Source: an optimization exercise on an open RTL-to-GDS flow (aim: small area). Production flows keep margins and buffers that such runs may drop. In this exercise RTL edits were held to simulation tests only and were not proved equivalent to the original. No driver is modelled on the clock port, so clock power and skew are understated where the tree is cut down; a real chip needs a root buffer or a tree. Power and IR drop assume default switching activity.

== lane 1 ==
==> flow/design.v <==
module pdl
#(
          parameter N = 20,
          parameter OUT_NUM = 8
)
(
      input [N-1:0] wb,
      input [N-1:0] dl,
      input clk,
      input reset,
      input trigger,
      output reg delay_out
);
 reg s1, s2;
 reg [N-1:0] cnt;
 reg [N-1:0] tgt;
 reg in_dly, in_wid, load;
 wire rise  = s1 & ~s2;
 wire match = (cnt == tgt);
 wire idle  = ~in_dly & ~in_wid;
 genvar i;
 wire [N:0] ic;
 wire [N-1:0] inc;
 assign ic[0] = 1'b1;
 generate for (i = 0; i < N; i = i + 1) begin : g_inc
     assign inc[i] = cnt[i] ^ ic[i];
     assign ic[i+1] = cnt[i] & ic[i];
 end endgenerate
 wire [N-1:0] wg = wb & {N{in_dly}};
 wire [N:0] c;
 wire [N-1:0] sum;
 assign c[0] = 1'b0;
 generate for (i = 0; i < N; i = i + 1) begin : g_add
     assign sum[i] = dl[i] ^ wg[i] ^ c[i];
     assign c[i+1] = (dl[i] & wg[i]) | (c[i] & (dl[i] ^ wg[i]));
 end endgenerate
 always @(posedge clk) begin
     s1 <= trigger;
     s2 <= s1;
     delay_out <= in_wid & reset;
     cnt <= load ? {N{1'b0}} : inc;
     if ((idle & rise) | (in_dly & match))
         tgt <= sum;
 end
 always @(posedge clk)
     if (~reset) begin
         in_dly <= 1'b0;
         in_wid <= 1'b0;
         load   <= 1'b1;
     end else if (idle) begin
         if (rise) begin
             load   <= 1'b1;
             in_dly <= 1'b1;
         end
     end else if (in_dly) begin
         load <= 1'b0;
         if (match) begin
             in_dly <= 1'b0;
             in_wid <= 1'b1;
         end
     end else begin
         if (match)
             in_wid <= 1'b0;
     end
endmodule
Settings: LEC_CHECK=0, CAP_MARGIN=20, CORE_MARGIN=2, CORE_UTILIZATION=70, PLACE_DENSITY=0.8, SLEW_MARGIN=20, BUFFER_PORTS_ARGS=-buffer_cell sky130_fd_sc_hd__buf_1, POST_CTS_TCL=/design/flow/flow/post_cts.tcl; clock period 10.0 ns.
standard.sh (not shown) runs the stock make flow with config.mk's settings and CLKGATE_MAP_FILE= SYNTH_SCRIPT=/design/flow/synth_recipe.tcl, a recipe that flattens the netlist after the stock synthesis.
==> flow/flow/run.sh <==
#!/bin/bash
# Standard ORFS flow with two changes:
#  - port buffers use the smallest buffer cell (buf_1);
#  - after CTS, the clock tree is rebuilt as 2-4 leaf buffers fed directly
#    from the clock port (flow/kbuf_auto.tcl), without TritonCTS's dummy loads.
set -e
HERE=$(pwd)
cp config.mk config_orig.log
cat >> config.mk <<EOT
export BUFFER_PORTS_ARGS = -buffer_cell sky130_fd_sc_hd__buf_1
export POST_CTS_TCL = $HERE/flow/post_cts.tcl
EOT
export KB_TARGET=0.115
bash standard.sh > standard.log 2>&1
==> flow/flow/kbuf_auto.tcl <==
source [file join [file dirname [info script]] kbuf_lib.tcl]
set ::kb_sizes {sky130_fd_sc_hd__clkbuf_1 sky130_fd_sc_hd__clkbuf_2 sky130_fd_sc_hd__clkbuf_4 sky130_fd_sc_hd__clkbuf_8 sky130_fd_sc_hd__clkbuf_16}
set ::kb_target [expr {[info exists ::env(KB_TARGET)] ? $::env(KB_TARGET) : 0.115}]
proc kb_leaf_slew {k} {
  set worst 0
  foreach p [get_pins -of_objects [get_nets clknet_leaf_$k]] {
    if {[get_property $p direction] ne "input"} continue
    foreach prop {slew_max_rise slew_max_fall} { set s [get_property $p $prop]; if {$s > $worst} { set worst $s } }
  }
  return $worst
}
proc kb_size {K} {
  global kb_sizes kb_target
  set idx {}
  for {set k 0} {$k < $K} {incr k} { lappend idx 0; replace_cell [get_cells clkbuf_leaf_$k] [lindex $kb_sizes 0] }
  while 1 {
    estimate_parasitics -placement
    set changed 0
    for {set k 0} {$k < $K} {incr k} {
      if {[kb_leaf_slew $k] > $kb_target} {
        set i [lindex $idx $k]
        if {$i + 1 >= [llength $kb_sizes]} { return 1e9 }
        incr i; lset idx $k $i
        replace_cell [get_cells clkbuf_leaf_$k] [lindex $kb_sizes $i]
        set changed 1
      }
    }
    if {!$changed} break
  }
  set area 0
  for {set k 0} {$k < $K} {incr k} { set area [expr {$area + [[[ord::get_db] findMaster [lindex $kb_sizes [lindex $idx $k]]] getWidth]}] }
  puts "kbuf: K=$K sizes=[lmap i $idx {lindex $kb_sizes $i}] width=$area"
  return $area
}
set best_k 0; set best_a 1e18
foreach K {2 3 4} {
  kb_build $K sky130_fd_sc_hd__clkbuf_2 none
  set a [kb_size $K]
  if {$a < $best_a} { set best_a $a; set best_k $K }
}
puts "kbuf: choosing K=$best_k"
kb_build $best_k sky130_fd_sc_hd__clkbuf_2 none
kb_size $best_k
==> flow/flow/kbuf_lib.tcl <==
# Rebuild the clock tree: the clock port drives an optional root buffer, which
# drives K leaf buffers; the registers are split among the leaves by position
# (k-means). Settings: KB_LEAF (cell), KB_K, KB_ROOT (cell or "none").
proc kb_build {K leaf_master root_master} {
set block [ord::get_db_block]
set db [ord::get_db]
set root_net [[$block findBTerm clk] getNet]
set sinks {}; set bufs {}; set nets {}; set loads {}
set todo [list $root_net]
while {[llength $todo]} {
  set n [lindex $todo 0]; set todo [lrange $todo 1 end]
  foreach it [$n getITerms] {
    if {[$it isOutputSignal]} continue
    set inst [$it getInst]
    set m [[$inst getMaster] getName]
    if {[string match "clkload*" [$inst getName]]} { lappend loads $inst; continue }
    if {[string match "*clkbuf*" $m] || [string match "*__buf_*" $m]} {
      lappend bufs $inst
      foreach o [$inst getITerms] { if {[$o isOutputSignal] && [$o getNet] ne "NULL"} { lappend todo [$o getNet]; lappend nets [$o getNet] } }
    } elseif {[string match "*inv*" $m]} {
      error "inverter in clock tree: [$inst getName]"
    } else {
      lappend sinks $it
    }
  }
}
puts "kbuf($K): [llength $sinks] sinks; removing [llength $bufs] buffers, [llength $loads] dummy loads"
set pts {}
foreach it $sinks { set b [[$it getInst] getBBox]; lappend pts [list [expr {([$b xMin]+[$b xMax])/2}] [expr {([$b yMin]+[$b yMax])/2}]]; $it disconnect }
foreach inst [concat $bufs $loads] { foreach o [$inst getITerms] { $o disconnect }; odb::dbInst_destroy $inst }
foreach n $nets { odb::dbNet_destroy $n }
# k-means, seeded by spreading along x
set N [llength $pts]
set sorted [lsort -integer -index 0 $pts]
set cents {}
for {set k 0} {$k < $K} {incr k} { lappend cents [lindex $sorted [expr {int(($k+0.5)*$N/$K)}]] }
for {set iter 0} {$iter < 50} {incr iter} {
  set asg {}
  foreach p $pts {
    set best 0; set bd 1e18
    for {set k 0} {$k < $K} {incr k} { set c [lindex $cents $k]; set d [expr {abs([lindex $p 0]-[lindex $c 0]) + abs([lindex $p 1]-[lindex $c 1])}]; if {$d < $bd} { set bd $d; set best $k } }
    lappend asg $best
  }
  set nc {}
  for {set k 0} {$k < $K} {incr k} {
    set sx 0; set sy 0; set c 0
    foreach p $pts a $asg { if {$a == $k} { incr sx [lindex $p 0]; incr sy [lindex $p 1]; incr c } }
    if {$c} { lappend nc [list [expr {$sx / $c}] [expr {$sy / $c}]] } else { lappend nc [lindex $cents $k] }
  }
  set cents $nc
}
if {$root_master ne "none"} {
  set top_net [odb::dbNet_create $block clknet_root]
  $top_net setSigType CLOCK
  set r [odb::dbInst_create $block [$db findMaster $root_master] clkbuf_root]
  [$r findITerm A] connect $root_net
  [$r findITerm X] connect $top_net
  set sx 0; set sy 0; foreach c $cents { incr sx [lindex $c 0]; incr sy [lindex $c 1] }
  $r setLocation [expr {$sx / $K}] [expr {$sy / $K}]
  $r setPlacementStatus PLACED
} else {
  set top_net $root_net
}
for {set k 0} {$k < $K} {incr k} {
  set ln [odb::dbNet_create $block clknet_leaf_$k]
  $ln setSigType CLOCK
  set b [odb::dbInst_create $block [$db findMaster $leaf_master] clkbuf_leaf_$k]
  [$b findITerm A] connect $top_net
  [$b findITerm X] connect $ln
  set c 0
  foreach it $sinks a $asg { if {$a == $k} { $it connect $ln; incr c } }
  puts "kbuf($K): leaf $k: $c sinks"
  $b setLocation [lindex $cents $k 0] [lindex $cents $k 1]
  $b setPlacementStatus PLACED
}
}
Other scripts of this flow, unchanged in this note and not shown: flow/flow/post_cts.tcl
[inputs] lane 2 vs lane 1
# lane 1
export LEC_CHECK = 0
export CAP_MARGIN = 20
export CORE_MARGIN = 2
export CORE_UTILIZATION = 70
export PLACE_DENSITY = 0.8
export SLEW_MARGIN = 20
export BUFFER_PORTS_ARGS = -buffer_cell sky130_fd_sc_hd__buf_1
export POST_CTS_TCL = /design/flow/flow/post_cts.tcl
create_clock -name core_clock -period 10.0 [get_ports {clk}]
# lane 2
export LEC_CHECK = 0
export CAP_MARGIN = 20
export CORE_MARGIN = 2
export CORE_UTILIZATION = 65
export SLEW_MARGIN = 20
export BUFFER_PORTS_ARGS = -buffer_cell sky130_fd_sc_hd__buf_1
export POST_CTS_TCL = /design/flow/flow/post_cts.tcl
create_clock -name core_clock -period 10.0 [get_ports {clk}]
diff --git a/flow/flow/kbuf_auto.tcl b/flow/flow/kbuf_auto.tcl
--- a/flow/flow/kbuf_auto.tcl
+++ b/flow/flow/kbuf_auto.tcl
@@ -2,2 +2,2 @@
-set ::kb_sizes {sky130_fd_sc_hd__clkbuf_1 sky130_fd_sc_hd__clkbuf_2 sky130_fd_sc_hd__clkbuf_4 sky130_fd_sc_hd__clkbuf_8 sky130_fd_sc_hd__clkbuf_16}
-set ::kb_target [expr {[info exists ::env(KB_TARGET)] ? $::env(KB_TARGET) : 0.115}]
+set kb_sizes {sky130_fd_sc_hd__clkbuf_1 sky130_fd_sc_hd__clkbuf_2 sky130_fd_sc_hd__clkbuf_4 sky130_fd_sc_hd__clkbuf_8 sky130_fd_sc_hd__clkbuf_16}
+set kb_target [expr {[info exists ::env(KB_TARGET)] ? $::env(KB_TARGET) : 0.115}]
==> comparison <==
Of lane 2 and lane 1, only lane 2 fails to finish with a clean layout.
Lane 2: aborted in clock tree synthesis (4_1_cts) (tool error)
Reported for lane 2 and lane 1, count of flip-flops with a built-in enable after synthesis turned out identical to the last digit.
As far as area share of xor/xnor cells in the synthesized design goes, lane 1 and lane 2 are indistinguishable; the numbers are identical.
Measured against each other, lane 2 and lane 1 differ in number of core rows, the lower figure coming from lane 1.
In lane 2, estimated wirelength of the detail-placed design is lower than in lane 1.
Going from lane 1 to lane 2, vertical die dimension grew by a few percent.
Post-placement setup slack: lane 2 better than lane 1
Taking lane 1 as the reference, in lane 2 total instance count after detailed placement now larger; clock sink total essentially unchanged.
Inputs modified between lane 2 and lane 3:
# lane 2
export LEC_CHECK = 0
export CAP_MARGIN = 20
export CORE_MARGIN = 2
export CORE_UTILIZATION = 65
export SLEW_MARGIN = 20
export BUFFER_PORTS_ARGS = -buffer_cell sky130_fd_sc_hd__buf_1
export POST_CTS_TCL = /design/flow/flow/post_cts.tcl
create_clock -name core_clock -period 10.0 [get_ports {clk}]
# lane 3
export LEC_CHECK = 0
export CAP_MARGIN = 20
export CORE_MARGIN = 2
export CORE_UTILIZATION = 70
export PLACE_DENSITY = 0.8
export SLEW_MARGIN = 20
export BUFFER_PORTS_ARGS = -buffer_cell sky130_fd_sc_hd__buf_1
export POST_CTS_TCL = /design/flow/flow/post_cts.tcl
create_clock -name core_clock -period 10.0 [get_ports {clk}]
diff --git a/flow/flow/kbuf_auto.tcl b/flow/flow/kbuf_auto.tcl
--- a/flow/flow/kbuf_auto.tcl
+++ b/flow/flow/kbuf_auto.tcl
@@ -2,2 +2,2 @@
-set kb_sizes {sky130_fd_sc_hd__clkbuf_1 sky130_fd_sc_hd__clkbuf_2 sky130_fd_sc_hd__clkbuf_4 sky130_fd_sc_hd__clkbuf_8 sky130_fd_sc_hd__clkbuf_16}
-set kb_target [expr {[info exists ::env(KB_TARGET)] ? $::env(KB_TARGET) : 0.115}]
+set ::kb_sizes {sky130_fd_sc_hd__clkbuf_1 sky130_fd_sc_hd__clkbuf_2 sky130_fd_sc_hd__clkbuf_4 sky130_fd_sc_hd__clkbuf_8 sky130_fd_sc_hd__clkbuf_16}
+set ::kb_target [expr {[info exists ::env(KB_TARGET)] ? $::env(KB_TARGET) : 0.115}]
diff --git a/flow/flow/kbuf_lib.tcl b/flow/flow/kbuf_lib.tcl
--- a/flow/flow/kbuf_lib.tcl
+++ b/flow/flow/kbuf_lib.tcl
@@ -27,0 +28,4 @@
+# order the registers by name so the result does not depend on net order
+set named {}
+foreach it $sinks { lappend named [list [[$it getInst] getName] $it] }
+set sinks [lmap r [lsort -index 0 $named] {lindex $r 1}]
Number of nets produced by synthesis: lane 2 vs lane 3 identical
Going from lane 2 to lane 3, synthesized-area fraction occupied by ao, oa, aoi and oai cells roughly the same, post-synth design cell area closely matched the old numbers, cell total after placement went down.
Looking at lane 3 and lane 2, the area of placed instances is a wash.
Comparing lane 3 against lane 2, there is no change at all in gate count of the mapped netlist.
On worst setup slack after placement, lane 2 beats lane 3.
Lane 3 vs. lane 2: starting density of the core up 6.3 points, detailed-placement wirelength estimate moved up.
Comparing lane 3 against lane 2, there is no change at all in synthesized-area fraction occupied by xor and xnor cells.
In lane 3 relative to lane 2, floorplan row count had gone down by a few percent.
Lane 3 finished every stage and its layout cleared the timing, design-rule and antenna checks.
#### Input delta (lane 4 over lane 3)
# lane 3
export LEC_CHECK = 0
export CAP_MARGIN = 20
export CORE_MARGIN = 2
export CORE_UTILIZATION = 70
export PLACE_DENSITY = 0.8
export SLEW_MARGIN = 20
export BUFFER_PORTS_ARGS = -buffer_cell sky130_fd_sc_hd__buf_1
export POST_CTS_TCL = /design/flow/flow/post_cts.tcl
create_clock -name core_clock -period 10.0 [get_ports {clk}]
# lane 4
export LEC_CHECK = 0
export CAP_MARGIN = 20
export CORE_MARGIN = 2
export CORE_UTILIZATION = 75
export SLEW_MARGIN = 20
export BUFFER_PORTS_ARGS = -buffer_cell sky130_fd_sc_hd__buf_1
export POST_CTS_TCL = /design/flow/flow/post_cts.tcl
create_clock -name core_clock -period 10.0 [get_ports {clk}]
diff --git a/flow/flow/kbuf_lib.tcl b/flow/flow/kbuf_lib.tcl
--- a/flow/flow/kbuf_lib.tcl
+++ b/flow/flow/kbuf_lib.tcl
@@ -28,4 +27,0 @@
-# order the registers by name so the result does not depend on net order
-set named {}
-foreach it $sinks { lappend named [list [[$it getInst] getName] $it] }
-set sinks [lmap r [lsort -index 0 $named] {lindex $r 1}]
### Flow results
On global-route usage: between lane 3 and lane 4, it ends up lower for lane 3. Sort lane 3 and lane 4 by clock edge transition at the registers on the reported setup and hold paths, ascending, and lane 4 comes first. Detail-routed net length per standard cell (higher): lane 4. As far as area added between synthesis and finish is concerned, lane 3 and lane 4 perform about the same. Summary of lane 4 over lane 3: highest clock rate decreased by 0.82% relative to the old numbers; total power increased by about 3.3% relative to the old numbers. Lane 3 and lane 4 ended up with roughly the same cell area. Between lane 4 and lane 3, the sequential share of layout area figures differ only marginally. Lane 4 against lane 3; cell count is down by a few percent. Diff lane 3 -> lane 4: final critical delay including setup and external delays rose 0.081 ns, total vias in the final route fell 12.
Inputs modified between lane 4 and lane 5:
# lane 4
export LEC_CHECK = 0
export CAP_MARGIN = 20
export CORE_MARGIN = 2
export CORE_UTILIZATION = 75
export SLEW_MARGIN = 20
export BUFFER_PORTS_ARGS = -buffer_cell sky130_fd_sc_hd__buf_1
export POST_CTS_TCL = /design/flow/flow/post_cts.tcl
create_clock -name core_clock -period 10.0 [get_ports {clk}]
# lane 5
export LEC_CHECK = 0
export CAP_MARGIN = 20
export CORE_MARGIN = 2
export CORE_UTILIZATION = 65
export SLEW_MARGIN = 20
export BUFFER_PORTS_ARGS = -buffer_cell sky130_fd_sc_hd__buf_1
export POST_CTS_TCL = /design/flow/flow/post_cts.tcl
create_clock -name core_clock -period 10.0 [get_ports {clk}]
## What came out
Between lane 5 and lane 4, it is lane 5 whose detailed-routed wire length on met3 is lower, by 29%.
Higher clock-net power was reported by lane 4, not lane 5.
Sequential share of layout area delta (lane 5 -> lane 4): insignificant
Floorplan check, lane 5 vs lane 4: die outline larger in lane 5
The post-route standard cell area excluding fillers of lane 4 and that of lane 5 are within noise of each other.
Against lane 4, worst setup slack in lane 5 came out better.
Compared with lane 4, lane 5 is the less power-hungry design.
Taking lane 4 as the reference, in lane 5 power dissipated by switching net loads increased by 0.0000019 W relative to the old numbers; total length of routed met2 wires went down about 9%.
Lane 4 finished every step from synthesis to the final layout, and the layout passed the timing, design-rule and antenna checks.
Per the final summary, lane 5 finished and its layout is clean on timing, DRC and antenna.
In lane 1, lane 3, lane 4 and lane 5 the design's own scripts or RTL, not TritonCTS, make the clock network.

[port drivers added, routing unchanged]
The flow's constraints put no driver on any port. The routed layouts listed below were extracted and timed again, unchanged, in two steps. Step 1 (the two cells are an assumption about what drives the block):
set clk [get_ports {clk}]
set_driving_cell -lib_cell sky130_fd_sc_hd__clkbuf_16 $clk
set_driving_cell -lib_cell sky130_fd_sc_hd__buf_2 [delete_from_list [all_inputs] $clk]
Step 2 moves the port delays by t, midway between the first and last clock arrival at a register: inputs arrive t later, outputs are due t later. That takes back most of the time a late clock gives input paths. a / b / c = ideal ports / drivers / drivers and shift; a / b = the first two.
run | t (ns) | setup WS [ns] | worst register clock-pin slew, ns
lane 1 | 0.196 | 0.306 / 0.328 / 0.132 | 0.11 / 0.11
lane 3 | 0.202 | 0.308 / 0.338 / 0.137 | 0.10 / 0.10
lane 4 | 0.191 | 0.227 / 0.256 / 0.066 | 0.08 / 0.08
lane 5 | 0.193 | 0.245 / 0.269 / 0.076 | 0.10 / 0.10
After both steps every run listed still meets setup and hold. For lane 1, which loses most, drivers alone change the setup slack by +0.022 ns; drivers and shift together by -0.174 ns.
